Context: an optimization exercise on an open-source flow, tuned for small area. The choices shown serve that exercise and are no tape-out recipe. Function was checked by simulation only, so behaviour that the tests miss may differ from the original. Power is estimated from default activity; no workload was simulated.

**run.sh**
```bash
#!/bin/bash
# synth_recipe.tcl (not shown) runs the flow's synth.tcl, then flattens the netlist and writes it again
# the make line also repeats each setting of config.mk as NAME=value (left out here)
make -C /OpenROAD-flow-scripts/flow DESIGN_CONFIG=/design/flow/config.mk WORK_HOME=/design/flow/orfs CLKGATE_MAP_FILE= SYNTH_SCRIPT=/design/flow/synth_recipe.tcl finish
```
**config.mk**
```make
export PLATFORM = sky130hd
export DESIGN_NAME = Display_Top
export DESIGN_NICKNAME = Display_Top
export VERILOG_FILES = /design/flow/design.v
export SDC_FILE = /design/flow/constraint.sdc
export NUM_CORES = 4
export LEC_CHECK = 0
export CAP_MARGIN = 20
export CORE_MARGIN = 2
export CORE_UTILIZATION = 40
export PLACE_DENSITY = 0.6
export SLEW_MARGIN = 20
export SYNTH_MEMORY_MAX_BITS = 16384
```
**constraint.sdc**
```tcl
create_clock -name core_clock -period 15.0 [get_ports {iClk}]
set_input_delay 3.0000 -clock core_clock [delete_from_list [all_inputs] [get_ports {iClk}]]
set_output_delay 3.0000 -clock core_clock [all_outputs]
set_load 0.01 [all_outputs]
```
**design.v**
```verilog
module Font_Rom (
    input  logic [4:0] g,
    input  logic [3:0] r,
    output logic [7:0] main_row,
    output logic [7:0] text_row
);
    always_comb begin
        case ({g, r})
            9'd3: {text_row, main_row} = 16'h3C00;
            9'd4: {text_row, main_row} = 16'h7E3C;
            9'd5: {text_row, main_row} = 16'hFF42;
            9'd6: {text_row, main_row} = 16'hE742;
            9'd7: {text_row, main_row} = 16'hE742;
            9'd8: {text_row, main_row} = 16'hE742;
            9'd9: {text_row, main_row} = 16'hE742;
            9'd10: {text_row, main_row} = 16'hFF42;
            9'd11: {text_row, main_row} = 16'h7E3C;
            9'd12: {text_row, main_row} = 16'h3C00;
            9'd19: {text_row, main_row} = 16'h0800;
            9'd20: {text_row, main_row} = 16'h1C08;
            9'd21: {text_row, main_row} = 16'h3C18;
            9'd22: {text_row, main_row} = 16'h7C28;
            9'd23: {text_row, main_row} = 16'h3C08;
            9'd24: {text_row, main_row} = 16'h1C08;
            9'd25: {text_row, main_row} = 16'h1C08;
            9'd26: {text_row, main_row} = 16'h3E08;
            9'd27: {text_row, main_row} = 16'h7F3E;
            9'd28: {text_row, main_row} = 16'h3E00;
            9'd35: {text_row, main_row} = 16'h3C00;
            9'd36: {text_row, main_row} = 16'h7E3C;
            9'd37: {text_row, main_row} = 16'hFF42;
            9'd38: {text_row, main_row} = 16'h4F02;
            9'd39: {text_row, main_row} = 16'h3E0C;
            9'd40: {text_row, main_row} = 16'h7C30;
            9'd41: {text_row, main_row} = 16'hF240;
            9'd42: {text_row, main_row} = 16'hFF42;
            9'd43: {text_row, main_row} = 16'hFF7E;
            9'd44: {text_row, main_row} = 16'h7E00;
            9'd51: {text_row, main_row} = 16'h3C00;
            9'd52: {text_row, main_row} = 16'h7E3C;
            9'd53: {text_row, main_row} = 16'hFF42;
            9'd54: {text_row, main_row} = 16'h5F02;
            9'd55: {text_row, main_row} = 16'h3E1C;
            9'd56: {text_row, main_row} = 16'h1F02;
            9'd57: {text_row, main_row} = 16'h4702;
            9'd58: {text_row, main_row} = 16'hFF42;
            9'd59: {text_row, main_row} = 16'h7E3C;
            9'd60: {text_row, main_row} = 16'h3C00;
            9'd67: {text_row, main_row} = 16'h0400;
            9'd68: {text_row, main_row} = 16'h0E04;
            9'd69: {text_row, main_row} = 16'h1E0C;
            9'd70: {text_row, main_row} = 16'h3E14;
            9'd71: {text_row, main_row} = 16'h7E24;
            9'd72: {text_row, main_row} = 16'hFE44;
            9'd73: {text_row, main_row} = 16'hFF7E;
            9'd74: {text_row, main_row} = 16'h7E04;
            9'd75: {text_row, main_row} = 16'h0E04;
            9'd76: {text_row, main_row} = 16'h0400;
            9'd83: {text_row, main_row} = 16'h7E00;
            9'd84: {text_row, main_row} = 16'hFF7E;
            9'd85: {text_row, main_row} = 16'hFE40;
            9'd86: {text_row, main_row} = 16'hFC40;
            9'd87: {text_row, main_row} = 16'hFE7C;
            9'd88: {text_row, main_row} = 16'h7F02;
            9'd89: {text_row, main_row} = 16'h4702;
            9'd90: {text_row, main_row} = 16'hFF42;
            9'd91: {text_row, main_row} = 16'h7E3C;
            9'd92: {text_row, main_row} = 16'h3C00;
            9'd99: {text_row, main_row} = 16'h3C00;
            9'd100: {text_row, main_row} = 16'h7E3C;
            9'd101: {text_row, main_row} = 16'hFC40;
            9'd102: {text_row, main_row} = 16'hFC40;
            9'd103: {text_row, main_row} = 16'hFE7C;
            9'd104: {text_row, main_row} = 16'hFF42;
            9'd105: {text_row, main_row} = 16'hE742;
            9'd106: {text_row, main_row} = 16'hFF42;
            9'd107: {text_row, main_row} = 16'h7E3C;
            9'd108: {text_row, main_row} = 16'h3C00;
            9'd115: {text_row, main_row} = 16'h7E00;
            9'd116: {text_row, main_row} = 16'hFF7E;
            9'd117: {text_row, main_row} = 16'h7F02;
            9'd118: {text_row, main_row} = 16'h0E04;
            9'd119: {text_row, main_row} = 16'h1C08;
            9'd120: {text_row, main_row} = 16'h3810;
            9'd121: {text_row, main_row} = 16'h3810;
            9'd122: {text_row, main_row} = 16'h3810;
            9'd123: {text_row, main_row} = 16'h3810;
            9'd124: {text_row, main_row} = 16'h1000;
            9'd131: {text_row, main_row} = 16'h3C00;
            9'd132: {text_row, main_row} = 16'h7E3C;
            9'd133: {text_row, main_row} = 16'hFF42;
            9'd134: {text_row, main_row} = 16'hFF42;
            9'd135: {text_row, main_row} = 16'h7E3C;
            9'd136: {text_row, main_row} = 16'hFF42;
            9'd137: {text_row, main_row} = 16'hE742;
            9'd138: {text_row, main_row} = 16'hFF42;
            9'd139: {text_row, main_row} = 16'h7E3C;
            9'd140: {text_row, main_row} = 16'h3C00;
            9'd147: {text_row, main_row} = 16'h3C00;
            9'd148: {text_row, main_row} = 16'h7E3C;
            9'd149: {text_row, main_row} = 16'hFF42;
            9'd150: {text_row, main_row} = 16'hFF42;
            9'd151: {text_row, main_row} = 16'h7F3E;
            9'd152: {text_row, main_row} = 16'h3F02;
            9'd153: {text_row, main_row} = 16'h4702;
            9'd154: {text_row, main_row} = 16'hFF42;
            9'd155: {text_row, main_row} = 16'h7E3C;
            9'd156: {text_row, main_row} = 16'h3C00;
            9'd165: {text_row, main_row} = 16'h1800;
            9'd166: {text_row, main_row} = 16'h3C18;
            9'd167: {text_row, main_row} = 16'h3C18;
            9'd168: {text_row, main_row} = 16'h1800;
            9'd169: {text_row, main_row} = 16'h3C18;
            9'd170: {text_row, main_row} = 16'h3C18;
            9'd171: {text_row, main_row} = 16'h1800;
            9'd243: {text_row, main_row} = 16'h3C00;
            9'd244: {text_row, main_row} = 16'h7E3C;
            9'd245: {text_row, main_row} = 16'hFF42;
            9'd246: {text_row, main_row} = 16'h4702;
            9'd247: {text_row, main_row} = 16'h0E04;
            9'd248: {text_row, main_row} = 16'h1C08;
            9'd249: {text_row, main_row} = 16'h0800;
            9'd250: {text_row, main_row} = 16'h0800;
            9'd251: {text_row, main_row} = 16'h1C08;
            9'd252: {text_row, main_row} = 16'h0800;
            9'd259: {text_row, main_row} = 16'h7C00;
            9'd260: {text_row, main_row} = 16'hFE7C;
            9'd261: {text_row, main_row} = 16'hFF42;
            9'd262: {text_row, main_row} = 16'hFF42;
            9'd263: {text_row, main_row} = 16'hFE7C;
            9'd264: {text_row, main_row} = 16'hFC40;
            9'd265: {text_row, main_row} = 16'hE040;
            9'd266: {text_row, main_row} = 16'hE040;
            9'd267: {text_row, main_row} = 16'hE040;
            9'd268: {text_row, main_row} = 16'h4000;
            9'd275: {text_row, main_row} = 16'h4000;
            9'd276: {text_row, main_row} = 16'hE040;
            9'd277: {text_row, main_row} = 16'hE040;
            9'd278: {text_row, main_row} = 16'hE040;
            9'd279: {text_row, main_row} = 16'hE040;
            9'd280: {text_row, main_row} = 16'hE040;
            9'd281: {text_row, main_row} = 16'hE040;
            9'd282: {text_row, main_row} = 16'hFE40;
            9'd283: {text_row, main_row} = 16'hFF7E;
            9'd284: {text_row, main_row} = 16'h7E00;
            9'd291: {text_row, main_row} = 16'h1800;
            9'd292: {text_row, main_row} = 16'h3C18;
            9'd293: {text_row, main_row} = 16'h7E24;
            9'd294: {text_row, main_row} = 16'hE742;
            9'd295: {text_row, main_row} = 16'hFF42;
            9'd296: {text_row, main_row} = 16'hFF7E;
            9'd297: {text_row, main_row} = 16'hFF42;
            9'd298: {text_row, main_row} = 16'hE742;
            9'd299: {text_row, main_row} = 16'hE742;
            9'd300: {text_row, main_row} = 16'h4200;
            9'd307: {text_row, main_row} = 16'h8200;
            9'd308: {text_row, main_row} = 16'hC782;
            9'd309: {text_row, main_row} = 16'hEE44;
            9'd310: {text_row, main_row} = 16'h7C28;
            9'd311: {text_row, main_row} = 16'h3810;
            9'd312: {text_row, main_row} = 16'h3810;
            9'd313: {text_row, main_row} = 16'h3810;
            9'd314: {text_row, main_row} = 16'h3810;
            9'd315: {text_row, main_row} = 16'h3810;
            9'd316: {text_row, main_row} = 16'h1000;
            9'd323: {text_row, main_row} = 16'h7E00;
            9'd324: {text_row, main_row} = 16'hFF7E;
            9'd325: {text_row, main_row} = 16'hFE40;
            9'd326: {text_row, main_row} = 16'hFC40;
            9'd327: {text_row, main_row} = 16'hFE7C;
            9'd328: {text_row, main_row} = 16'hFC40;
            9'd329: {text_row, main_row} = 16'hE040;
            9'd330: {text_row, main_row} = 16'hFE40;
            9'd331: {text_row, main_row} = 16'hFF7E;
            9'd332: {text_row, main_row} = 16'h7E00;
            9'd339: {text_row, main_row} = 16'h7C00;
            9'd340: {text_row, main_row} = 16'hFE7C;
            9'd341: {text_row, main_row} = 16'hFF42;
            9'd342: {text_row, main_row} = 16'hFF42;
            9'd343: {text_row, main_row} = 16'hFE7C;
            9'd344: {text_row, main_row} = 16'hFE44;
            9'd345: {text_row, main_row} = 16'hE742;
            9'd346: {text_row, main_row} = 16'hE742;
            9'd347: {text_row, main_row} = 16'hE742;
            9'd348: {text_row, main_row} = 16'h4200;
            9'd355: {text_row, main_row} = 16'h7E00;
            9'd356: {text_row, main_row} = 16'hFF7E;
            9'd357: {text_row, main_row} = 16'h7E18;
            9'd358: {text_row, main_row} = 16'h3C18;
            9'd359: {text_row, main_row} = 16'h3C18;
            9'd360: {text_row, main_row} = 16'h3C18;
            9'd361: {text_row, main_row} = 16'h3C18;
            9'd362: {text_row, main_row} = 16'h3C18;
            9'd363: {text_row, main_row} = 16'h3C18;
            9'd364: {text_row, main_row} = 16'h1800;
            9'd371: {text_row, main_row} = 16'h4200;
            9'd372: {text_row, main_row} = 16'hE742;
            9'd373: {text_row, main_row} = 16'hE742;
            9'd374: {text_row, main_row} = 16'hE742;
            9'd375: {text_row, main_row} = 16'hE742;
            9'd376: {text_row, main_row} = 16'hE742;
            9'd377: {text_row, main_row} = 16'hE742;
            9'd378: {text_row, main_row} = 16'hFF42;
            9'd379: {text_row, main_row} = 16'h7E3C;
            9'd380: {text_row, main_row} = 16'h3C00;
            9'd387: {text_row, main_row} = 16'h4200;
            9'd388: {text_row, main_row} = 16'hE742;
            9'd389: {text_row, main_row} = 16'hF762;
            9'd390: {text_row, main_row} = 16'hFF52;
            9'd391: {text_row, main_row} = 16'hFF4A;
            9'd392: {text_row, main_row} = 16'hEF46;
            9'd393: {text_row, main_row} = 16'hE742;
            9'd394: {text_row, main_row} = 16'hE742;
            9'd395: {text_row, main_row} = 16'hE742;
            9'd396: {text_row, main_row} = 16'h4200;
            9'd403: {text_row, main_row} = 16'h3C00;
            9'd404: {text_row, main_row} = 16'h7E3C;
            9'd405: {text_row, main_row} = 16'hFF42;
            9'd406: {text_row, main_row} = 16'hFE40;
            9'd407: {text_row, main_row} = 16'h7E3C;
            9'd408: {text_row, main_row} = 16'h7F02;
            9'd409: {text_row, main_row} = 16'hE742;
            9'd410: {text_row, main_row} = 16'hFF42;
            9'd411: {text_row, main_row} = 16'h7E3C;
            9'd412: {text_row, main_row} = 16'h3C00;
            9'd419: {text_row, main_row} = 16'h3C00;
            9'd420: {text_row, main_row} = 16'h7E3C;
            9'd421: {text_row, main_row} = 16'hFF42;
            9'd422: {text_row, main_row} = 16'hE240;
            9'd423: {text_row, main_row} = 16'hEE40;
            9'd424: {text_row, main_row} = 16'hFF4E;
            9'd425: {text_row, main_row} = 16'hEF42;
            9'd426: {text_row, main_row} = 16'hFF42;
            9'd427: {text_row, main_row} = 16'h7E3C;
            9'd428: {text_row, main_row} = 16'h3C00;
            9'd435: {text_row, main_row} = 16'h4200;
            9'd436: {text_row, main_row} = 16'hE742;
            9'd437: {text_row, main_row} = 16'hFF66;
            9'd438: {text_row, main_row} = 16'hFF5A;
            9'd439: {text_row, main_row} = 16'hFF42;
            9'd440: {text_row, main_row} = 16'hE742;
            9'd441: {text_row, main_row} = 16'hE742;
            9'd442: {text_row, main_row} = 16'hE742;
            9'd443: {text_row, main_row} = 16'hE742;
            9'd444: {text_row, main_row} = 16'h4200;
            9'd451: {text_row, main_row} = 16'h7800;
            9'd452: {text_row, main_row} = 16'hFC78;
            9'd453: {text_row, main_row} = 16'hFE44;
            9'd454: {text_row, main_row} = 16'hE742;
            9'd455: {text_row, main_row} = 16'hE742;
            9'd456: {text_row, main_row} = 16'hE742;
            9'd457: {text_row, main_row} = 16'hE742;
            9'd458: {text_row, main_row} = 16'hFE44;
            9'd459: {text_row, main_row} = 16'hFC78;
            9'd460: {text_row, main_row} = 16'h7800;
            9'd467: {text_row, main_row} = 16'h3C00;
            9'd468: {text_row, main_row} = 16'h7E3C;
            9'd469: {text_row, main_row} = 16'h3C18;
            9'd470: {text_row, main_row} = 16'h3C18;
            9'd471: {text_row, main_row} = 16'h3C18;
            9'd472: {text_row, main_row} = 16'h3C18;
            9'd473: {text_row, main_row} = 16'h3C18;
            9'd474: {text_row, main_row} = 16'h3C18;
            9'd475: {text_row, main_row} = 16'h7E3C;
            9'd476: {text_row, main_row} = 16'h3C00;
            9'd483: {text_row, main_row} = 16'h3C00;
            9'd484: {text_row, main_row} = 16'h7E3C;
            9'd485: {text_row, main_row} = 16'hFF42;
            9'd486: {text_row, main_row} = 16'hE742;
            9'd487: {text_row, main_row} = 16'hE742;
            9'd488: {text_row, main_row} = 16'hE742;
            9'd489: {text_row, main_row} = 16'hE742;
            9'd490: {text_row, main_row} = 16'hFF42;
            9'd491: {text_row, main_row} = 16'h7E3C;
            9'd492: {text_row, main_row} = 16'h3C00;
            9'd499: {text_row, main_row} = 16'h4200;
            9'd500: {text_row, main_row} = 16'hE742;
            9'd501: {text_row, main_row} = 16'hE742;
            9'd502: {text_row, main_row} = 16'hE742;
            9'd503: {text_row, main_row} = 16'hE742;
            9'd504: {text_row, main_row} = 16'hE742;
            9'd505: {text_row, main_row} = 16'h7E24;
            9'd506: {text_row, main_row} = 16'h7E24;
            9'd507: {text_row, main_row} = 16'h3C18;
            9'd508: {text_row, main_row} = 16'h1800;
            default: {text_row, main_row} = 16'h0000;
        endcase
    end
endmodule
`timescale 1ns / 1ps
module Text_Display (
    input  logic [9:0] x,
    input  logic [9:0] y,
    input  logic [3:0] min10, min1,
    input  logic [3:0] sec10, sec1,
    input  logic [2:0] state,
    input  logic       wait_p1,
    input  logic       wait_p2,
    input  logic [1:0] score_p1,
    input  logic [1:0] score_p2,
    output logic       is_text,    
    output logic       is_main     
);
    localparam logic [4:0] G_COL = 5'd10, G_SP = 5'd11, G_Q = 5'd15;
    localparam logic [4:0] G_P = 5'd16, G_L = 5'd17, G_A = 5'd18, G_Y = 5'd19,
                           G_E = 5'd20, G_R = 5'd21, G_T = 5'd22, G_U = 5'd23,
                           G_N = 5'd24, G_S = 5'd25, G_G = 5'd26, G_M = 5'd27,
                           G_D = 5'd28, G_I = 5'd29, G_O = 5'd30, G_V = 5'd31;
    wire row1 = (y[9:5] == 5'd1);
    wire row2 = (y[9:5] == 5'd2);
    wire [6:0] xs = x[9:3];   
    wire in_score  = row1 && (x >= 10'd200) && (x < 10'd280);
    wire in_timer  = row1 && (x[9:4] >= 6'd20) && (x[9:4] < 6'd25);
    wire in_player = row1 && (x[9:4] >= 6'd26) && (x[9:4] < 6'd39);
    wire in_state  = row2 && (x[9:4] >= 6'd20) && (x[9:4] < 6'd31);
    wire [6:0] sx = x[9:3] - 7'd25;           
    wire [2:0] score_cell = sx[3:1];
    wire [3:0] ccell = x[7:4] - 4'd4;          
    wire [3:0] pcell = x[7:4] - 4'd10;        
    logic [4:0] g;
    always_comb begin
        g = G_SP;
        if (in_score) begin
            case (score_cell)
                3'd0: g = {3'b000, score_p1};
                3'd2: g = G_COL;
                3'd4: g = {3'b000, score_p2};
                default: g = G_SP;
            endcase
        end else if (in_timer) begin
            case (ccell[2:0])
                3'd0: g = {1'b0, min10};
                3'd1: g = {1'b0, min1};
                3'd2: g = G_COL;
                3'd3: g = {1'b0, sec10};
                default: g = {1'b0, sec1};
            endcase
        end else if (in_player) begin
            case (pcell)
                4'd0: g = G_P;  4'd1: g = G_L;  4'd2: g = G_A;  4'd3: g = G_Y;
                4'd4: g = G_E;  4'd5: g = G_R;
                4'd7: g = wait_p1 ? 5'd1 : wait_p2 ? 5'd2 : G_SP;
                4'd9: g = G_T;  4'd10: g = G_U; 4'd11: g = G_R; 4'd12: g = G_N;
                default: g = G_SP;
            endcase
        end else if (in_state) begin
            case (state)
                3'd0: case (ccell)   
                    4'd0: g = G_S; 4'd1: g = G_T; 4'd2: g = G_A; 4'd3: g = G_R; 4'd4: g = G_T;
                    4'd6: g = G_G; 4'd7: g = G_A; 4'd8: g = G_M; 4'd9: g = G_E; 4'd10: g = G_Q;
                    default: g = G_SP;
                endcase
                3'd1: case (ccell)   
                    4'd0: g = G_R; 4'd1: g = G_E; 4'd2: g = G_A; 4'd3: g = G_D; 4'd4: g = G_Y;
                    4'd5: g = G_Q;
                    default: g = G_SP;
                endcase
                3'd2: case (ccell)   
                    4'd0: g = G_R; 4'd1: g = G_U; 4'd2: g = G_N; 4'd3: g = G_N; 4'd4: g = G_I;
                    4'd5: g = G_N; 4'd6: g = G_G;
                    default: g = G_SP;
                endcase
                3'd3: case (ccell)   
                    4'd0: g = G_P; 4'd1: g = G_A; 4'd2: g = G_U; 4'd3: g = G_S; 4'd4: g = G_E;
                    default: g = G_SP;
                endcase
                3'd4: case (ccell)   
                    4'd0: g = G_T; 4'd1: g = G_I; 4'd2: g = G_M; 4'd3: g = G_E;
                    4'd5: g = G_O; 4'd6: g = G_V; 4'd7: g = G_E; 4'd8: g = G_R;
                    default: g = G_SP;
                endcase
                3'd5: case (ccell)   
                    4'd0: g = G_G; 4'd1: g = G_A; 4'd2: g = G_M; 4'd3: g = G_E;
                    4'd5: g = G_E; 4'd6: g = G_N; 4'd7: g = G_D;
                    default: g = G_SP;
                endcase
                3'd6: case (ccell)   
                    4'd0: g = G_R; 4'd1: g = G_E; 4'd2: g = G_S; 4'd3: g = G_T;
                    4'd4: g = G_A; 4'd5: g = G_R; 4'd6: g = G_T;
                    default: g = G_SP;
                endcase
                default: g = G_SP;
            endcase
        end
    end
    wire [2:0] col = x[3:1] ^ {in_score, 2'b00};
    logic [7:0] main_row, text_row;
    Font_Rom U_FONT (.g(g), .r(y[4:1]), .main_row(main_row), .text_row(text_row));
    assign is_main = main_row[3'd7 - col];
    assign is_text = text_row[3'd7 - col];
endmodule
`timescale 1ns / 1ps
module Game_Piece_Display (
    input  logic       iClk,
    input  logic       iRst,
    input  logic [9:0] iX,
    input  logic [9:0] iY,
    input  logic [5:0] iP1_Pos,
    input  logic [5:0] iP2_Pos,
    output logic       oIs_P1,
    output logic       oIs_P2
);
    function automatic logic [10:0] sub10(input logic [9:0] a, input logic [9:0] b);
        logic c;
        c = 1'b1;
        for (int i = 0; i < 10; i++) begin
            sub10[i] = a[i] ^ ~b[i] ^ c;
            c = (a[i] & ~b[i]) | (c & (a[i] | ~b[i]));
        end
        sub10[10] = ~c;
    endfunction
    function automatic logic in_win(input logic [10:0] d, input logic [10:0] lo,
                                    input logic [10:0] hi);
        in_win = ((d ^ 11'h400) >= (lo ^ 11'h400)) && ((d ^ 11'h400) <= (hi ^ 11'h400));
    endfunction
    function automatic logic hit1(input logic [10:0] d, input logic [9:0] p, input logic close);
        if (!close)          hit1 = (p >= 10'd10) && in_win(d, 11'h7F6, 11'd10);
        else if (p >= 10'd8) hit1 = (p >= 10'd18) && in_win(d, 11'h7EE, 11'd2);
        else                 hit1 = in_win(d, 11'd1006, 11'd1023);
    endfunction
    function automatic logic hit2(input logic [10:0] d, input logic [9:0] p, input logic close);
        if (!close) hit2 = (p >= 10'd10) && in_win(d, 11'h7F6, 11'd10);
        else        hit2 = (p >= 10'd2) && in_win(d, -11'd2, 11'd18);
    endfunction
    logic [5:0] speed_cnt;
    wire move_tick = (speed_cnt == 6'd51);
    always_ff @(posedge iClk) begin
        if (iRst) speed_cnt <= 6'd0;
        else      speed_cnt <= move_tick ? 6'd1 : speed_cnt + 6'd1;
    end
    logic [9:0] p1_x, p1_y, p2_x, p2_y;
    Piece_Motion_Ctrl U_P1_MOTION (
        .iClk(iClk), .iRst(iRst), .iTick(move_tick), .iTarget_Pos(iP1_Pos),
        .oDraw_X(p1_x), .oDraw_Y(p1_y)
    );
    Piece_Motion_Ctrl U_P2_MOTION (
        .iClk(iClk), .iRst(iRst), .iTick(move_tick), .iTarget_Pos(iP2_Pos),
        .oDraw_X(p2_x), .oDraw_Y(p2_y)
    );
    wire [10:0] dx = sub10(p1_x, p2_x);
    wire [10:0] dy = sub10(p1_y, p2_y);
    wire close = in_win(dx, 11'h7FC, 11'd4) && in_win(dy, 11'h7FC, 11'd4);
    assign oIs_P1 = hit1(sub10(iX, p1_x), p1_x, close) && hit1(sub10(iY, p1_y), p1_y, close);
    assign oIs_P2 = hit2(sub10(iX, p2_x), p2_x, close) && hit2(sub10(iY, p2_y), p2_y, close);
endmodule
module Piece_Motion_Ctrl (
    input  logic       iClk,
    input  logic       iRst,
    input  logic       iTick,
    input  logic [5:0] iTarget_Pos,
    output logic [9:0] oDraw_X,
    output logic [9:0] oDraw_Y
);
    function automatic logic [10:0] sub10(input logic [9:0] a, input logic [9:0] b);
        logic c;
        c = 1'b1;
        for (int i = 0; i < 10; i++) begin
            sub10[i] = a[i] ^ ~b[i] ^ c;
            c = (a[i] & ~b[i]) | (c & (a[i] | ~b[i]));
        end
        sub10[10] = ~c;
    endfunction
    function automatic logic [9:0] step10(input logic [9:0] a, input logic up);
        logic t;
        t = 1'b1;
        for (int i = 0; i < 10; i++) begin
            step10[i] = a[i] ^ t;
            t = t & (a[i] ~^ up);
        end
    endfunction
    function automatic logic [5:0] step6(input logic [5:0] a, input logic up);
        logic t;
        t = 1'b1;
        for (int i = 0; i < 6; i++) begin
            step6[i] = a[i] ^ t;
            t = t & (a[i] ~^ up);
        end
    endfunction
    function automatic logic [19:0] get_coord(input logic [5:0] pos);
        logic [9:0] x, y;
        x[0] = (pos[5] & ~pos[4] & ~pos[3]) | (~pos[5] & ~pos[4] & pos[3] & pos[1]) | (~pos[5] & pos[4] & ~pos[3] & ~pos[2]) | (~pos[5] & pos[4] & pos[3] & pos[2]) | (~pos[5] & ~pos[4] & pos[3] & ~pos[2]) | (~pos[5] & pos[3] & pos[1] & pos[0]) | (~pos[5] & ~pos[4] & pos[3] & ~pos[0]) | (pos[5] & ~pos[4] & ~pos[2] & ~pos[1] & ~pos[0]) | (~pos[4] & ~pos[3] & pos[2] & pos[1] & pos[0]);
        x[1] = (~pos[5] & pos[4] & ~pos[2]) | (pos[5] & ~pos[4] & ~pos[3] & pos[2]) | (~pos[5] & pos[4] & ~pos[3] & pos[0]) | (~pos[5] & ~pos[4] & pos[3] & pos[2] & pos[0]) | (~pos[5] & pos[4] & ~pos[3] & pos[1]) | (pos[5] & ~pos[4] & ~pos[3] & pos[1] & pos[0]) | (~pos[5] & ~pos[4] & pos[3] & pos[2] & pos[1]) | (pos[5] & ~pos[4] & pos[3] & ~pos[2] & ~pos[1] & ~pos[0]);
        x[2] = (~pos[5] & pos[4] & ~pos[3] & pos[2] & pos[0]) | (~pos[5] & pos[4] & pos[3] & ~pos[2] & ~pos[1]) | (~pos[5] & ~pos[3] & pos[2] & pos[1] & ~pos[0]) | (~pos[5] & pos[4] & pos[3] & ~pos[2] & ~pos[0]) | (pos[5] & ~pos[4] & ~pos[3] & ~pos[2] & pos[1] & ~pos[0]) | (~pos[5] & ~pos[4] & pos[3] & pos[2] & ~pos[1] & pos[0]);
        x[3] = (~pos[5] & ~pos[3] & ~pos[2]) | (pos[5] & ~pos[4] & ~pos[3] & pos[2]) | (~pos[5] & ~pos[3] & ~pos[1] & ~pos[0]) | (~pos[4] & ~pos[3] & ~pos[2] & pos[1]) | (~pos[5] & ~pos[4] & pos[2] & ~pos[1] & pos[0]) | (~pos[5] & ~pos[4] & pos[3] & pos[2] & pos[1]) | (pos[5] & ~pos[4] & pos[3] & ~pos[2] & ~pos[1] & ~pos[0]);
        x[4] = (~pos[5] & ~pos[4] & ~pos[1]) | (~pos[5] & ~pos[4] & ~pos[2]) | (pos[5] & ~pos[4] & ~pos[3] & pos[2]) | (~pos[4] & ~pos[3] & pos[1] & pos[0]) | (~pos[5] & ~pos[3] & pos[2] & ~pos[1] & ~pos[0]) | (~pos[5] & pos[3] & ~pos[2] & pos[1] & pos[0]) | (~pos[4] & pos[3] & ~pos[2] & ~pos[1] & ~pos[0]);
        x[5] = (~pos[5] & ~pos[4] & pos[3] & ~pos[2]) | (~pos[5] & pos[4] & ~pos[3] & pos[2]) | (~pos[5] & pos[3] & ~pos[2] & ~pos[1]) | (~pos[5] & pos[3] & ~pos[2] & ~pos[0]) | (~pos[5] & ~pos[4] & pos[3] & ~pos[1] & ~pos[0]) | (~pos[5] & ~pos[3] & pos[2] & pos[1] & pos[0]) | (pos[5] & ~pos[4] & ~pos[3] & ~pos[2] & pos[1] & ~pos[0]);
        x[6] = (~pos[5] & pos[4] & pos[2] & pos[0]) | (~pos[5] & ~pos[4] & ~pos[3] & ~pos[2]) | (~pos[5] & pos[4] & pos[3] & ~pos[0]) | (~pos[5] & pos[2] & ~pos[1] & pos[0]) | (~pos[4] & ~pos[3] & ~pos[2] & ~pos[0]) | (~pos[5] & ~pos[4] & ~pos[3] & ~pos[1]) | (~pos[5] & pos[4] & pos[2] & pos[1]) | (~pos[5] & pos[4] & pos[3] & ~pos[1]) | (~pos[4] & ~pos[3] & ~pos[2] & ~pos[1]);
        x[7] = (~pos[5] & pos[3] & pos[2] & ~pos[1]) | (~pos[5] & ~pos[4] & pos[3] & ~pos[2]) | (~pos[5] & pos[4] & pos[3] & pos[2]) | (pos[5] & ~pos[4] & ~pos[3] & ~pos[2] & ~pos[1]) | (~pos[5] & ~pos[4] & ~pos[3] & pos[2] & pos[1]) | (~pos[5] & pos[3] & ~pos[2] & pos[1] & pos[0]) | (pos[5] & ~pos[4] & ~pos[3] & ~pos[2] & ~pos[0]);
        x[8] = (~pos[5] & pos[4]) | (~pos[5] & pos[3] & pos[2] & pos[1]) | (pos[5] & ~pos[4] & ~pos[3] & ~pos[2] & ~pos[1]) | (pos[5] & ~pos[4] & ~pos[3] & ~pos[2] & ~pos[0]);
        x[9] = (pos[5] & ~pos[4] & ~pos[3] & pos[2]) | (pos[5] & ~pos[4] & ~pos[3] & pos[1] & pos[0]) | (pos[5] & ~pos[4] & pos[3] & ~pos[2] & ~pos[1] & ~pos[0]);
        y[0] = 1'b0;
        y[1] = 1'b0;
        y[2] = (~pos[5] & ~pos[2] & ~pos[0]) | (~pos[5] & pos[3] & ~pos[0]) | (~pos[4] & ~pos[3] & ~pos[1] & ~pos[0]) | (~pos[5] & pos[4] & pos[1] & ~pos[0]) | (~pos[4] & ~pos[2] & ~pos[1] & ~pos[0]) | (~pos[5] & ~pos[4] & pos[3] & pos[2] & ~pos[1]) | (~pos[5] & pos[4] & pos[3] & ~pos[2] & pos[1]) | (pos[5] & ~pos[4] & ~pos[3] & pos[2] & ~pos[0]);
        y[3] = (~pos[5] & pos[2] & ~pos[1]) | (~pos[5] & ~pos[4] & pos[2]) | (pos[5] & ~pos[4] & ~pos[3] & ~pos[2]) | (~pos[5] & pos[4] & ~pos[2] & pos[1]) | (~pos[4] & ~pos[2] & ~pos[1] & ~pos[0]) | (~pos[4] & ~pos[3] & ~pos[1] & ~pos[0]) | (~pos[4] & ~pos[3] & ~pos[2] & ~pos[1]) | (~pos[5] & ~pos[3] & pos[2] & ~pos[0]) | (pos[5] & ~pos[4] & ~pos[3] & pos[1] & pos[0]) | (~pos[5] & pos[3] & ~pos[2] & pos[1] & pos[0]) | (~pos[5] & pos[4] & pos[3] & ~pos[2] & pos[0]);
        y[4] = (~pos[4] & ~pos[3] & pos[1] & ~pos[0]) | (~pos[5] & pos[4] & ~pos[1] & ~pos[0]) | (~pos[5] & pos[3] & pos[1] & ~pos[0]) | (~pos[5] & pos[4] & ~pos[2] & pos[1] & pos[0]) | (~pos[5] & ~pos[4] & pos[3] & pos[2] & ~pos[1]) | (pos[5] & ~pos[4] & ~pos[3] & ~pos[2] & pos[0]) | (~pos[5] & ~pos[3] & pos[2] & ~pos[1] & pos[0]) | (~pos[5] & ~pos[3] & ~pos[2] & ~pos[1] & ~pos[0]) | (~pos[5] & ~pos[4] & ~pos[3] & pos[2] & pos[1]) | (pos[5] & ~pos[4] & pos[3] & ~pos[2] & ~pos[1] & ~pos[0]);
        y[5] = (~pos[4] & ~pos[3] & ~pos[2] & pos[1]) | (~pos[5] & ~pos[3] & pos[2] & pos[0]) | (~pos[5] & pos[4] & ~pos[3] & ~pos[1]) | (~pos[4] & ~pos[3] & pos[1] & ~pos[0]) | (~pos[5] & pos[4] & pos[3] & pos[2] & pos[1]) | (pos[5] & ~pos[4] & ~pos[3] & ~pos[1] & pos[0]) | (~pos[5] & ~pos[3] & pos[1] & pos[0]) | (~pos[5] & pos[4] & ~pos[2] & ~pos[1] & ~pos[0]) | (~pos[5] & ~pos[4] & ~pos[2] & pos[1] & ~pos[0]) | (~pos[5] & ~pos[4] & pos[3] & ~pos[2] & ~pos[1] & pos[0]);
        y[6] = (~pos[5] & ~pos[4] & pos[3] & pos[2] & ~pos[1]) | (~pos[5] & pos[4] & pos[3] & ~pos[2] & pos[1]) | (~pos[5] & pos[4] & pos[2] & pos[1] & pos[0]) | (~pos[5] & pos[3] & pos[2] & ~pos[1] & ~pos[0]) | (~pos[5] & ~pos[4] & pos[3] & pos[2] & ~pos[0]) | (~pos[5] & ~pos[4] & pos[3] & ~pos[1] & pos[0]) | (pos[5] & ~pos[4] & ~pos[3] & pos[2] & ~pos[1] & pos[0]) | (~pos[5] & ~pos[4] & ~pos[3] & ~pos[2] & ~pos[1] & ~pos[0]) | (~pos[5] & pos[4] & ~pos[3] & ~pos[2] & ~pos[1] & pos[0]) | (pos[5] & ~pos[4] & pos[3] & ~pos[2] & ~pos[1] & ~pos[0]) | (~pos[5] & ~pos[4] & ~pos[3] & ~pos[2] & pos[1] & pos[0]);
        y[7] = (~pos[5] & ~pos[4] & pos[2] & ~pos[0]) | (~pos[5] & pos[4] & ~pos[2] & pos[1]) | (~pos[4] & ~pos[2] & ~pos[1] & ~pos[0]) | (pos[5] & ~pos[4] & ~pos[3] & ~pos[2]) | (~pos[5] & ~pos[3] & pos[2] & ~pos[1]) | (~pos[4] & ~pos[3] & ~pos[1] & ~pos[0]) | (~pos[5] & ~pos[4] & ~pos[3] & pos[2]) | (~pos[5] & ~pos[4] & pos[2] & ~pos[1]) | (~pos[5] & ~pos[3] & pos[2] & ~pos[0]) | (~pos[5] & pos[2] & ~pos[1] & ~pos[0]);
        y[8] = (~pos[4] & ~pos[3] & pos[2]) | (~pos[5] & pos[4] & ~pos[3]) | (~pos[4] & ~pos[3] & pos[1]) | (~pos[5] & pos[3] & ~pos[2] & ~pos[1]) | (~pos[4] & ~pos[3] & pos[0]) | (~pos[5] & pos[4] & pos[2] & pos[0]) | (~pos[5] & ~pos[4] & pos[3] & ~pos[2]) | (pos[5] & ~pos[4] & ~pos[3]) | (~pos[5] & pos[4] & pos[2] & pos[1]) | (~pos[5] & pos[2] & pos[1] & pos[0]);
        y[9] = 1'b0;
        get_coord = {x, y};
    endfunction
    function automatic logic is_special_move(input logic [5:0] from, input logic [5:0] to);
        is_special_move = (from == 6'd3 && to == 6'd10) || (from == 6'd8 && to == 6'd17) ||
                          (from == 6'd23 && to == 6'd30) || (from == 6'd11 && to == 6'd0) ||
                          (from == 6'd35 && to == 6'd32) || (from == 6'd26 && to == 6'd14);
    endfunction
    localparam logic [1:0] IDLE = 2'd0, CALC_NEXT = 2'd1, SLIDING = 2'd2;
    logic [1:0] state;
    logic [5:0] curr_pos;
    logic [9:0] curr_x, curr_y;
    assign oDraw_X = curr_x;
    assign oDraw_Y = curr_y;
    logic [9:0] dest_x, dest_y;
    assign {dest_x, dest_y} = get_coord(curr_pos);
    wire [10:0] ddx = sub10(curr_x, dest_x);
    wire [10:0] ddy = sub10(curr_y, dest_y);
    wire x_lt = ddx[10];
    wire y_lt = ddy[10];
    wire x_eq = (ddx == 11'd0);
    wire y_eq = (ddy == 11'd0);
    wire x_near = (ddx[10:1] == 10'd0) || (ddx == 11'h7FF);
    wire y_near = (ddy[10:1] == 10'd0) || (ddy == 11'h7FF);
    logic pos_lt;
    always_comb begin
        pos_lt = 1'b0;
        for (int i = 0; i < 6; i++)
            pos_lt = (~curr_pos[i] & iTarget_Pos[i]) | (pos_lt & ~(curr_pos[i] ^ iTarget_Pos[i]));
    end
    wire at_target = (curr_pos == iTarget_Pos);
    always_ff @(posedge iClk) begin
        if (iRst) begin
            state    <= IDLE;
            curr_pos <= 6'd0;
            curr_x   <= 10'd88;
            curr_y   <= 10'd220;
        end else begin
            case (state)
                IDLE: if (!at_target) state <= CALC_NEXT;
                CALC_NEXT: begin
                    if (is_special_move(curr_pos, iTarget_Pos)) curr_pos <= iTarget_Pos;
                    else if (!at_target)                        curr_pos <= step6(curr_pos, pos_lt);
                    state <= SLIDING;
                end
                SLIDING: if (iTick) begin
                    if (x_near && y_near) begin
                        curr_x <= dest_x;
                        curr_y <= dest_y;
                        state  <= at_target ? IDLE : CALC_NEXT;
                    end else begin
                        if (!x_eq) curr_x <= step10(curr_x, x_lt);
                        if (!y_eq) curr_y <= step10(curr_y, y_lt);
                    end
                end
                default: ;
            endcase
        end
    end
endmodule
`timescale 1ns / 1ps
module Display_Top (
    input  logic       iClk,
    input  logic       iRst,
    input  logic [9:0] iX_Pixel,
    input  logic [9:0] iY_Pixel,
    input  logic       iDE,
    input  logic [3:0] iCam_R,
    input  logic [3:0] iCam_G,
    input  logic [3:0] iCam_B,
    input  logic       iIs_Cam_Region,
    input  logic [11:0] iBg_RGB,
    input  logic [5:0] iP1_Pos,
    input  logic [5:0] iP2_Pos,
    input  logic [3:0] iMin10,
    input  logic [3:0] iMin1,
    input  logic [3:0] iSec10,
    input  logic [3:0] iSec1,
    input  logic [2:0] iGame_State,
    input  logic       iWait_P1,
    input  logic       iWait_P2,
    input  logic [1:0] score_p1,
    input  logic [1:0] score_p2,
    output logic [3:0] oFinal_R,
    output logic [3:0] oFinal_G,
    output logic [3:0] oFinal_B
);
    logic is_text, is_main;
    Text_Display U_TEXT (
        .x       (iX_Pixel),
        .y       (iY_Pixel),
        .min10   (iMin10),
        .min1    (iMin1),
        .sec10   (iSec10),
        .sec1    (iSec1),
        .state   (iGame_State),
        .wait_p1 (iWait_P1),
        .wait_p2 (iWait_P2),
        .score_p1(score_p1),
        .score_p2(score_p2),
        .is_text (is_text),
        .is_main (is_main)
    );
    logic is_p1, is_p2;
    Game_Piece_Display U_PIECE (
        .iClk   (iClk),
        .iRst   (iRst),
        .iX     (iX_Pixel),
        .iY     (iY_Pixel),
        .iP1_Pos(iP1_Pos),
        .iP2_Pos(iP2_Pos),
        .oIs_P1 (is_p1),
        .oIs_P2 (is_p2)
    );
    always_comb begin
        if (!iDE)                 {oFinal_R, oFinal_G, oFinal_B} = 12'h000;
        else if (is_text)         {oFinal_R, oFinal_G, oFinal_B} = is_main ? 12'hfff : 12'h000;
        else if (is_p1)           {oFinal_R, oFinal_G, oFinal_B} = 12'hf00;
        else if (is_p2)           {oFinal_R, oFinal_G, oFinal_B} = 12'h00f;
        else if (iIs_Cam_Region)  {oFinal_R, oFinal_G, oFinal_B} = {iCam_R, iCam_G, iCam_B};
        else                      {oFinal_R, oFinal_G, oFinal_B} = iBg_RGB;
    end
endmodule
```
==> run notes, run 1 <==
Bufs and invs on worst path=2; post-CTS setup buffers=0; min Tclk post-route=12.95 ns; Max Fclk=77.2 MHz; Worst R2R Start=U_PIECE.U_P2_MOTION.curr_pos[5]$_SDFFE_PP0P_; GRT overflow=0; DP Wirelength=39,900 um; syn_area_per_cell=6.90 um^2; worst skew pair latency=0.34 ns; clock slew at reported path FFs=0.05 ns; maximum vdd drop=0.0000763 V; Crit path max-delay family=adder cells; hold path depth=1; fill cell count=3,692; Core ar.=35,400 um^2; die area=37,300 um^2; Static Leakage=5.49 nW; Post-synth EDFFs=0; number of global-route vias before repair=15,200; largest net degree at the start of global routing=50; CTS buffer count=9; Crit path largest cell delay=0.96 ns; CTS tree=done; Final Setup Violations=0; CTS H-tree lvls=3; max-slew violations=0; PortBufs=96; Sink Count=62; Worst Setup EP=oFinal_B[2]; Critical Path RT=12.00 ns; Synth warnings=5; IO Pins=97; outcome=timing/DRC/antenna clean; R2R Path End=U_PIECE.U_P2_MOTION.curr_x[8]$_SDFFE_PP0P_; hold buffer count at cts=0; Initial Util=40.5%; synth unique cells=108; Rows=69; pwr/cell area=54.6 nW/um^2; setup slack after layout=2.05 ns; clock root cell=clkbuf_16; unrepaired setup endpoints after global routing=false; n_diodes=0; 1st-iter DRT viols=2,194; Worst path slowest cell=o41ai_1; cells along the critical path=clkdlybuf4s50_1, fa_1, fa_1, fa_1, fa_1, fa_1, fa_1, fa_1, fa_1, fa_1, nor4_1, nand3b_1, nor2b_1, nor2_1, o41ai_1, a211oi_1, o21ai_1, clkdlybuf4s50_1; Startpoint Class=input port; Seq cells post-synth=62; sequential fraction of the synthesis area=8.67%; critical path capture point type=primary output; Synth Cell Area=14,300 um^2; routed wire length=53,900 um; chip height=193 um; remaining antenna violation count=0; Die Width=193 um; dpl ws=2.08 ns; Cells after Synth=2,077; most frequent cells in the layout=nor2_1, a21oi_1, nand2_1; GP Congestion=1.04; Max Root-Sink Buffers=2; FF-to-FF setup slack=6.91 ns; cell mode on critical path=fa_1; cts repair resizes=0; Min-Delay Path Class=register to register; slew of the pin with the lowest slew margin=1.09 ns; worst reg2reg path depth=23; Hold WS=0.470 ns; CP Data Arrival Time=9.95 ns; CP Launch Point=iY_Pixel[1]; fin util=44.3%; DRC viols=0; layout cells sized above 1=5.58%; CP Class=input port to primary output; initial antenna violation count=0; hold_sp=U_PIECE.speed_cnt[0]$_SDFF_PP0_; via/cell ratio=6.60; cell depth of the worst setup path=18; Final Hold Fails=0; Net Count, Synth=2,302; Max transition margin=26.5%; via count=16,600; first-pass detailed-route iteration total=8; final period utilization=86.3%; Fin Setup TNS=0 ns; wire per inst=21.4 um; all-layer global routing usage=27.4%; crit-path max FO=7; Most used DFF post-synth=dfxtp_1; ys async rst share=0%; Syn-to-layout area delta=9.57%; nets@finish=2,281; global-route wire length before repair=85,000 um; commonest non-fill, non-tap cell in the layout=nor2_1; Max-Cap Viols=0; Clock Skews=0.00750 ns
## how the worst min path moves through the flow
stage / end / slack (ns)
floorplan: U_PIECE.speed_cnt[0]$_SDFF_PP0_ / 0.44
global placement: U_PIECE.speed_cnt[0]$_SDFF_PP0_ / 0.46
detailed placement: U_PIECE.speed_cnt[0]$_SDFF_PP0_ / 0.46
CTS: U_PIECE.speed_cnt[0]$_SDFF_PP0_ / 0.47
global route: U_PIECE.speed_cnt[0]$_SDFF_PP0_ / 0.49
finish: U_PIECE.speed_cnt[0]$_SDFF_PP0_ / 0.47
## area by class of cell
cell class	instances	area, um^2	share of cell area [%]
timing repair buffer	123	1160	7.38
multi-input combinational	1748	12000	76.6
sequential	62	1240	7.91
clock inverter	1	5.00	0.0319
inverter	112	420	2.68
tap	461	577	3.68
clock buffer	14	264	1.68
## where the power goes
group / total [W] / leakage, nW / switching (W) / internal [W]
clock network: 0.000190 / 0.133 / 0.0000703 / 0.000120
registers: 0.000175 / 0.503 / 0.00000562 / 0.000170
logic: 0.000491 / 4.85 / 0.000302 / 0.000189
total: 0.000856 / 5.49 / 0.000378 / 0.000478
## through the flow
stage,power (W),cell area [um^2],cells
3_5_place_dp,0.000655,15400,2506
3_3_place_gp,0.000652,15400,2506
5_1_grt,0.000918,15700,2521
6_report,0.000856,15700,2521
4_1_cts,0.000849,15700,2521
2_1_floorplan,0.000525,14300,2077
## layer usage
| metal | part of all wire [%] | GRT usage (%) |
|---|---|---|
| met5 | 0 | 0 |
| met4 | 3.5 | 9.30 |
| met3 | 9.1 | 4.60 |
| met2 | 45 | 43.3 |
| met1 | 42 | 37.9 |
## flip-flops by register name (all words and copies together), names as in the netlist
| signal | cells |
|---|---|
| U_PIECE.U_P1_MOTION.state | 2 |
| U_PIECE.speed_cnt | 6 |
| U_PIECE.U_P2_MOTION.state | 2 |
| U_PIECE.U_P2_MOTION.curr_x | 10 |
| U_PIECE.U_P1_MOTION.curr_x | 10 |
| U_PIECE.U_P1_MOTION.curr_y | 10 |
| U_PIECE.U_P1_MOTION.curr_pos | 6 |
| U_PIECE.U_P2_MOTION.curr_y | 10 |
| U_PIECE.U_P2_MOTION.curr_pos | 6 |
## cells in the mapped netlist (18+ instances only)
master    count  area [um^2]
dfxtp_1      62         1240
nor3_1       86          430
buf_1        19         71.3
a21oi_1     205         1030
inv_1       110          413
a31oi_1      37          231
buf_2        26          130
nor4_1       28          175
or3_1        25          156
o22ai_1      35          219
xnor2_1      25          219
o21ai_0     164          821
o211ai_1     23          173
nor2_1      220          826
fa_1         84         1680
nand3_1      74          370
nand2b_1     33          206
clkbuf_1    101          379
ha_1         56          701
nor2b_1      25          156
o31ai_1      20          150
a22oi_1      18          135
a211oi_1     38          285
nand2_1     170          638
## logic make-up after synthesis
| logic type | Yosys count | synth area share [%] |
|---|---|---|
| and+or+nand+nor | 780 | 27.0 |
| muxes | 30 | 2.24 |
| buffers and inverters | 267 | 7.52 |
| xor gates and xnor gates | 40 | 2.45 |
| DFF | 62 | 8.67 |
| AOI/OAI and AO/OA | 757 | 35.5 |
| adders and majority gates | 141 | 16.7 |
==> run 2: changes to the inputs <==
--- a/design.v
+++ b/design.v
@@ -543,14 +543,9 @@
                     state <= SLIDING;
                 end
                 SLIDING: if (iTick) begin
-                    if (x_near && y_near) begin
-                        curr_x <= dest_x;
-                        curr_y <= dest_y;
-                        state  <= at_target ? IDLE : CALC_NEXT;
-                    end else begin
-                        if (!x_eq) curr_x <= step10(curr_x, x_lt);
-                        if (!y_eq) curr_y <= step10(curr_y, y_lt);
-                    end
+                    if (!x_eq) curr_x <= step10(curr_x, x_lt);
+                    if (!y_eq) curr_y <= step10(curr_y, y_lt);
+                    if (x_near && y_near) state <= at_target ? IDLE : CALC_NEXT;
                 end
                 default: ;
             endcase
--- a/config.mk
+++ b/config.mk
@@ -7,7 +7,7 @@
 export LEC_CHECK = 0
 export CAP_MARGIN = 20
 export CORE_MARGIN = 2
-export CORE_UTILIZATION = 40
-export PLACE_DENSITY = 0.6
+export CORE_UTILIZATION = 60
+export PLACE_DENSITY = 0.75
 export SLEW_MARGIN = 20
 export SYNTH_MEMORY_MAX_BITS = 16384
==> run notes, run 2 <==
Clock Skews=0.0115 ns (was 0.00750 ns); DP Wirelength=35,800 um (was 39,900 um); Net Count, Synth=2,138 (was 2,302); hold_sp=U_PIECE.speed_cnt[0]$_SDFF_PP0_ (unchanged); hold path depth=1 (unchanged); first-pass detailed-route iteration total=9 (was 8); max-slew violations=0 (unchanged); maximum vdd drop=0.0000694 V (was 0.0000763 V); PortBufs=96 (unchanged); top cells by area, synth=fa_1, dfxtp_1, nor2_1 (was fa_1, dfxtp_1, a21oi_1); CTS tree=done (unchanged); GRT overflow=0 (unchanged); unrepaired setup endpoints after global routing=false (unchanged); post-CTS setup buffers=0 (unchanged); Fin Setup TNS=0 ns (unchanged); placed cell area=14,500 um^2 (was 15,400 um^2); Synth warnings=5 (unchanged); CP Data Arrival Time=10.19 ns (was 9.95 ns); hold buffer count at cts=0 (unchanged); Max transition margin=23.8% (was 26.5%); Synth Cell Area=13,600 um^2 (was 14,300 um^2); Worst Setup EP=oFinal_R[1] (was oFinal_B[2]); global-route wire length before repair=76,100 um (was 85,000 um); Die Width=155 um (was 193 um); synth unique cells=106 (was 108); final instance area=14,900 um^2 (was 15,700 um^2); worst skew pair latency=0.35 ns (was 0.34 ns); min Tclk post-route=13.19 ns (was 12.95 ns); wire per inst=21.8 um (was 21.4 um); Min-Delay Path Class=register to register (unchanged); Sink Count=62 (unchanged); Final Hold Fails=0 (unchanged); largest net degree at the start of global routing=59 (was 50); Syn-to-layout area delta=9.27% (was 9.57%); clock root cell=clkbuf_16 (unchanged); ys async rst share=0% (unchanged); Hold WS=0.463 ns (was 0.470 ns); count leader, synth=nor2_1 (unchanged); Post-synth EDFFs=0 (unchanged); IO Pins=97 (unchanged); via/cell ratio=7.07 (was 6.60); Synth top area share=12.4% (was 11.7%); met3 usage=6.19% (was 4.60%); Most used DFF post-synth=dfxtp_1 (unchanged); FF-to-FF setup slack=7.53 ns (was 6.91 ns); DRC viols=0 (unchanged); GP Congestion=1.08 (was 1.04); chip height=155 um (was 193 um); Max-Cap Viols=0 (unchanged); Clock Power Share=27.3% (was 22.2%); Final Setup Violations=0 (unchanged); worst reg2reg path depth=23 (unchanged); switching part of the total=42.5% (was 44.2%); cts repair resizes=0 (unchanged); GRT met2 Usage=62.6% (was 43.3%); Startpoint Class=input port (unchanged); CTS H-tree lvls=3 (unchanged); gr busiest metal=met2 (unchanged); routed wire length=48,000 um (was 53,900 um); via count=15,600 (was 16,600); Static Leakage=5.59 nW (was 5.49 nW); combinational share of power=52.5% (was 57.4%); Critical Path RT=12.00 ns (about the same); CP Launch Point=iX_Pixel[1] (was iY_Pixel[1]); Rows=55 (was 69); top cell type by total area after synthesis=fa_1 (unchanged); pwr/cell area=57.3 nW/um^2 (was 54.6 nW/um^2); CP Class=input port to primary output (unchanged); Max Root-Sink Buffers=2 (unchanged); share of power burned in registers=20.2% (was 20.5%); Initial Util=60.6% (was 40.5%); outcome=timing/DRC/antenna clean (unchanged); fill cell count=1,970 (was 3,692); nets@finish=2,138 (was 2,281); number of global-route vias before repair=14,400 (was 15,200); syn_area_per_cell=7.10 um^2 (was 6.90 um^2); clock slew at reported path FFs=0.05 ns (about the same); sequential fraction of the synthesis area=9.13% (was 8.67%); CTS buffer count=9 (unchanged); GR met1 Demand/Resource=51.3% (was 37.9%); Int Pwr=0.000489 W (was 0.000478 W); Worst R2R Start=U_PIECE.U_P1_MOTION.curr_pos[5]$_SDFFE_PP0P_ (was U_PIECE.U_P2_MOTION.curr_pos[5]$_SDFFE_PP0P_); final period utilization=87.9% (was 86.3%); Synth top cells by count=nor2_1, nand2_1, a21oi_1 (was nor2_1, a21oi_1, nand2_1); R2R Path End=U_PIECE.U_P1_MOTION.state[0]$_SDFFE_PP0P_ (was U_PIECE.U_P2_MOTION.curr_x[8]$_SDFFE_PP0P_); crit-path max FO=9 (was 7); initial antenna violation count=1 (was 0); 1st-iter DRT viols=2,110 (was 2,194); layout cells sized above 1=5.99% (was 5.58%); critical path capture point type=primary output (unchanged); slew of the pin with the lowest slew margin=1.14 ns (was 1.09 ns); Max Fclk=75.8 MHz (was 77.2 MHz); Seq cells post-synth=62 (unchanged); all-layer global routing usage=38.9% (was 27.4%); remaining antenna violation count=0 (unchanged); most frequent cells in the layout=nor2_1, nand2_1, a21oi_1 (was nor2_1, a21oi_1, nand2_1); sw power=0.000362 W (was 0.000378 W); die area=23,900 um^2 (was 37,300 um^2); Core ar.=22,400 um^2 (was 35,400 um^2); Cells after Synth=1,914 (was 2,077); commonest non-fill, non-tap cell in the layout=nor2_1 (unchanged)
## run 2: changes by cell type after synthesis, moves of 19 or more
cell | previous run | this run
a21oi_1 | 205 | 152
clkbuf_1 | 101 | 75
nor3_1 | 86 | 56
o21ai_0 | 164 | 141
o22ai_1 | 35 | 15
xnor2_1 | 25 | 44
## run 2: cell type report
class                           count  area (um^2)  area share, %
Clock inverter                      7         97.6          0.657
Tap cell                          285          357           2.40
Timing Repair Buffer              122         1150           7.75
Multi-Input combinational cell   1610        11400           76.5
Inverter                          109          409           2.75
Sequential cell                    62         1240           8.36
Clock buffer                        9          225           1.52
Antenna cell                        1         2.50         0.0168
## run 2: metal layers
| metal | part of all wire (%) | vias to the layer above | wire [um] |
|---|---|---|---|
| li1 | - | 7091 | - |
| met2 | 45 | 1026 | 21700 |
| met3 | 10 | 232 | 4830 |
| met1 | 40 | 7234 | 19100 |
| met4 | 4.8 | 2 | 2320 |
| met5 | 0.033 | - | 16 |
## run 2: logic make-up after synthesis
logic type | after synthesis | share of synthesized area [%]
AO/OA/AOI/OAI | 645 | 32.5
flip-flops | 62 | 9.13
adder cells (fa/ha/maj) | 140 | 17.5
AND/OR/NAND/NOR | 729 | 26.6
buffers and inverters | 242 | 7.58
multiplexers | 39 | 3.04
XOR/XNOR | 57 | 3.67
## run 2: worst max-delay path, cell delays in order
cell	delay [ns]
clkdlybuf4s50_1	0.68
fa_1	0.56
fa_1	0.39
fa_1	0.39
fa_1	0.39
fa_1	0.39
fa_1	0.39
fa_1	0.41
fa_1	0.41
fa_1	0.51
and3_1	0.16
nand3_1	0.12
nor4_1	0.34
a21oi_1	0.12
o41ai_2	0.93
a21oi_1	0.11
a211oi_2	0.28
clkdlybuf4s50_1	0.59
## run 2: worst min path at each step
stage / to / slack [ns]
CTS: U_PIECE.speed_cnt[0]$_SDFF_PP0_ / 0.47
finish: U_PIECE.speed_cnt[0]$_SDFF_PP0_ / 0.46
floorplan: U_PIECE.speed_cnt[0]$_SDFF_PP0_ / 0.43
detailed placement: U_PIECE.speed_cnt[0]$_SDFF_PP0_ / 0.47
global placement: U_PIECE.speed_cnt[0]$_SDFF_PP0_ / 0.45
global route: U_PIECE.speed_cnt[0]$_SDFF_PP0_ / 0.48
## run 2: power by group through the flow
stage / Combinational (W) / Clock [W] / Sequential (W)
floorplan: 0.000315 / 0 / 0.000176
global placement: 0.000420 / 0 / 0.000176
detailed placement: 0.000431 / 0 / 0.000176
CTS: 0.000435 / 0.000232 / 0.000172
global route: 0.000490 / 0.000239 / 0.000173
finish: 0.000447 / 0.000232 / 0.000172
## run 2: stage by stage
| stage | instances | setup slack, ns | util, % | power (W) |
|---|---|---|---|---|
| 2_1_floorplan | 1914 | 3.23 | - | 0.000491 |
| 3_3_place_gp | 2188 | 2.16 | 64.7 | 0.000596 |
| 3_5_place_dp | 2188 | 1.82 | 64.7 | 0.000607 |
| 4_1_cts | 2204 | 1.86 | 66.1 | 0.000839 |
| 5_1_grt | 2204 | 1.49 | 66.2 | 0.000902 |
| 6_report | 2205 | 1.81 | 66.2 | 0.000851 |
==> run 3: changes to the inputs <==
==> flow/run.sh (new file) <==
#!/bin/bash
# Own layout flow: the standard layout (standard.sh) with an area-oriented ABC script
# in synthesis. Each step's full output goes to a log file in this folder.
set -euo pipefail
W=$(pwd)
sed "s#@ABC_SCRIPT@#$W/flow/abc_area.script#" flow/abc_proc.tcl > own_synth.tcl
cat synth_recipe.tcl >> own_synth.tcl
bash standard.sh SYNTH_SCRIPT="$W/own_synth.tcl" finish > layout.log 2>&1
==> flow/abc_area.script (new file) <==
strash
&get -n
&deepsyn -J 20
&put
dch -f
map -a
topo
==> flow/abc_proc.tcl (new file) <==
# Own flow: the standard synthesis (synth_recipe.tcl, appended below) with ORFS's
# delay-oriented ABC mapping replaced by an area-oriented one. Only the combinational
# logic between the registers is re-mapped; the registers are those of the standard synthesis.
proc abc {args} {
  set kept {}
  set skip 0
  foreach a $args {
    if {$skip} { set skip 0; continue }
    if {$a in {-script -constr -D}} { set skip 1; continue }
    lappend kept $a
  }
  yosys abc -script @ABC_SCRIPT@ {*}$kept
}
==> standard.sh (new file) <==
#!/bin/bash
# synth_recipe.tcl (not shown) runs the flow's synth.tcl, then flattens the netlist and writes it again
# the make line also repeats each setting of config.mk as NAME=value (left out here)
make -C /OpenROAD-flow-scripts/flow DESIGN_CONFIG=/design/flow/config.mk WORK_HOME=/design/flow/orfs CLKGATE_MAP_FILE= SYNTH_SCRIPT=/design/flow/synth_recipe.tcl "${@:-finish}"
removed: run.sh
==> run notes, run 3 <==
outcome=timing/DRC/antenna clean (unchanged); max-slew violations=0 (unchanged); post-CTS setup buffers=0 (unchanged); initial antenna violation count=0 (was 1); cts repair resizes=0 (unchanged); Clock Power Share=20.3% (was 27.3%); synth unique cells=52 (was 106); Max Fclk=72.9 MHz (was 75.8 MHz); remaining antenna violation count=0 (unchanged); worst skew pair latency=0.34 ns (was 0.35 ns); routed wire length=43,500 um (was 48,000 um); Placed Cells=2,176 (was 2,188); Min-Delay Path Class=register to register (unchanged); CTS buffer count=9 (unchanged); Startpoint Class=input port (unchanged); syn_area_per_cell=6.25 um^2 (was 7.10 um^2); GRT overflow=0 (unchanged); Rows=50 (was 55); Synth warnings=5 (unchanged); Final Hold Fails=0 (unchanged); chip height=142 um (was 155 um); 1st-iter DRT viols=2,151 (was 2,110); Seq cells post-synth=62 (unchanged); nets@finish=2,177 (was 2,138); combinational share of power=63.3% (was 52.5%); Max transition margin=33.6% (was 23.8%); layout cells sized above 1=2.86% (was 5.99%); unrepaired setup endpoints after global routing=false (unchanged); share of power burned in registers=16.4% (was 20.2%); setup slack after layout=1.28 ns (was 1.81 ns); top cells by area, synth=fa_1, nor2_1, dfxtp_1 (was fa_1, dfxtp_1, nor2_1); Static Leakage=4.76 nW (was 5.59 nW); overall power=0.00118 W (was 0.000851 W); Initial Util=61.1% (was 60.6%); Critical Path RT=12.00 ns (about the same); Worst path slowest cell=clkdlybuf4s50_1 (was o41ai_2); global-route wire length before repair=69,800 um (was 76,100 um); maximum vdd drop=0.000128 V (was 0.0000694 V); GR met1 Demand/Resource=54.7% (was 51.3%); sw power=0.000576 W (was 0.000362 W); number of global-route vias before repair=13,900 (was 14,400); Finished Layout Cells=2,192 (was 2,205); pwr/cell area=90.0 nW/um^2 (was 57.3 nW/um^2); dpl ws=1.60 ns (was 1.82 ns); met3 usage=9.69% (was 6.19%); die area=20,200 um^2 (was 23,900 um^2); Syn-to-layout area delta=15.0% (was 9.27%); IO Pins=97 (unchanged); cell mode on critical path=clkinv_1 (was fa_1); Final Setup Violations=0 (unchanged); via/cell ratio=6.68 (was 7.07); GP Congestion=1.12 (was 1.08); Sink Count=62 (unchanged); critical path capture point type=primary output (unchanged); crit-path max FO=24 (was 9); PortBufs=96 (unchanged); slew of the pin with the lowest slew margin=0.971 ns (was 1.14 ns); Cells after Synth=1,829 (was 1,914); Int Pwr=0.000606 W (was 0.000489 W); via count=14,600 (was 15,600); wire per inst=19.8 um (was 21.8 um); DP Wirelength=34,200 um (was 35,800 um); ys async rst share=0% (unchanged); Synth top cells by count=nor2_1, clkinv_1, nand2_1 (was nor2_1, nand2_1, a21oi_1); Die Width=142 um (was 155 um); CP Data Arrival Time=10.72 ns (was 10.19 ns); Core ar.=18,700 um^2 (was 22,400 um^2); gr busiest metal=met2 (unchanged); switching part of the total=48.7% (was 42.5%); top cell type by total area after synthesis=fa_1 (unchanged); hold buffer count at cts=0 (unchanged); Post-synth EDFFs=0 (unchanged); Net Count, Synth=2,053 (was 2,138); Clock Skews=0.00665 ns (was 0.0115 ns); Fin Setup TNS=0 ns (unchanged); sequential fraction of the synthesis area=10.9% (was 9.13%); all-layer global routing usage=43.0% (was 38.9%); Synth top area share=14.7% (was 12.4%); Synth Cell Area=11,400 um^2 (was 13,600 um^2); CTS tree=done (unchanged); Most used DFF post-synth=dfxtp_1 (unchanged); largest net degree at the start of global routing=34 (was 59); clock root cell=clkbuf_16 (unchanged); commonest non-fill, non-tap cell in the layout=nor2_1 (unchanged); DRC viols=0 (unchanged); min Tclk post-route=13.72 ns (was 13.19 ns); GRT met2 Usage=69.4% (was 62.6%); clock slew at reported path FFs=0.06 ns (was 0.05 ns); most frequent cells in the layout=nor2_1, clkinv_1, nand2_1 (was nor2_1, nand2_1, a21oi_1); Max-Cap Viols=0 (unchanged); Crit path largest cell delay=0.62 ns (was 0.93 ns); n_diodes=0 (was 1); final period utilization=91.5% (was 87.9%); first-pass detailed-route iteration total=7 (was 9); Max Root-Sink Buffers=2 (unchanged); CTS H-tree lvls=3 (unchanged); CP Class=input port to primary output (unchanged); count leader, synth=nor2_1 (unchanged)
==> run 3: final timing paths <==
check / slack, ns / from / to / depth (start not counted)
worst max register to register: 6.84 / U_PIECE.U_P2_MOTION.curr_pos[1]$_SDFFE_PP0P_ / U_PIECE.U_P2_MOTION.curr_x[9]$_SDFFE_PP0P_ / 31
worst min-delay path: 0.48 / U_PIECE.U_P1_MOTION.state[0]$_SDFFE_PP0P_ / U_PIECE.U_P1_MOTION.state[1]$_SDFFE_PP0P_ / 2
worst min register to register: 0.48 / U_PIECE.U_P1_MOTION.state[0]$_SDFFE_PP0P_ / U_PIECE.U_P1_MOTION.state[1]$_SDFFE_PP0P_ / 2
worst max-delay path: 1.28 / iX_Pixel[5] / oFinal_R[0] / 36
==> run 3: cell families after synthesis <==
family          count (synthesis)  share of synthesized area, %
fa+ha+maj                     139                          20.7
simple gates                  790                          29.4
compound gates                508                          27.6
mux                             3                         0.274
xor+xnor                       10                         0.767
flops                          62                          10.9
buf+inv                       317                          10.4
==> run 3: critical path: cells and delay by family <==
kind / cells / cell delay, ns
buffers and inverters: 10 / 2.82
and+or+nand+nor: 15 / 2.57
AOI/OAI and AO/OA: 10 / 1.76
adders and majority gates: 1 / 0.53
==> run 3: metal layers <==
metal  part of all wire (%)  vias up
met5                      0        -
met4                    5.8        0
met3                     12      285
met2                     45     1155
met1                     37     6552
li1                       -     6657
==> run 3: stage by stage <==
step                area (um^2)  hold slack (ns)  util [%]
global route              13100            0.508      70.3
floorplan                 11400            0.446         -
detailed placement        12800            0.473      68.5
CTS                       13100            0.482      70.3
global placement          12800            0.463      68.5
finish                    13100            0.479      70.3
==> run 3: power by group through the flow <==
stage / sequential, W / combinational, W / clock (W)
finish: 0.000194 / 0.000749 / 0.000240
global route: 0.000195 / 0.000838 / 0.000243
CTS: 0.000192 / 0.000728 / 0.000238
detailed placement: 0.000196 / 0.000717 / 0
global placement: 0.000196 / 0.000689 / 0
floorplan: 0.000190 / 0.000529 / 0
==> run 3: final cells by class <==
| cell class | instances | area (um^2) |
|---|---|---|
| Multi-Input combinational cell | 1450 | 9000 |
| Fill cell | 1562 | 5560 |
| Sequential cell | 62 | 1240 |
| Inverter | 317 | 1190 |
| Timing Repair Buffer | 113 | 1090 |
| Tap cell | 234 | 293 |
| Clock buffer | 11 | 253 |
| Clock inverter | 5 | 81.3 |

-- afterwards: timing with drivers on the ports --
The results above use ideal ports. As a check the final layouts listed here were re-extracted and re-timed, cells and wires unchanged. Step 1 sets driving cells, clkbuf_16 on the clock port and buf_2 on the other inputs (assumed; they add their load-dependent delay and slew). Step 2 also shifts input and output timing later by t, the mid clock arrival at the registers, as if the neighbouring blocks saw the same clock. a / b / c = ideal / step 1 / step 2; a / b = the first two.
| run | t (ns) | slack for setup (ns) | slew at the worst register clock pin (ns) | worst data-port slew with drivers (ns) | cell pins on the clock port's net |
|---|---|---|---|---|---|
| run 1 | 0.376 | 2.054 / 2.030 / 2.030 | 0.05 / 0.05 | 0.06 | 1 |
| run 2 | 0.385 | 1.812 / 1.776 / 1.776 | 0.07 / 0.07 | 0.10 | 1 |
| run 3 | 0.386 | 1.276 / 1.254 / 1.254 | 0.06 / 0.06 | 0.05 | 1 |
After both steps every run listed still meets setup and hold. For run 2, which loses most, drivers alone change the setup slack by -0.036 ns; drivers and shift together by -0.036 ns.
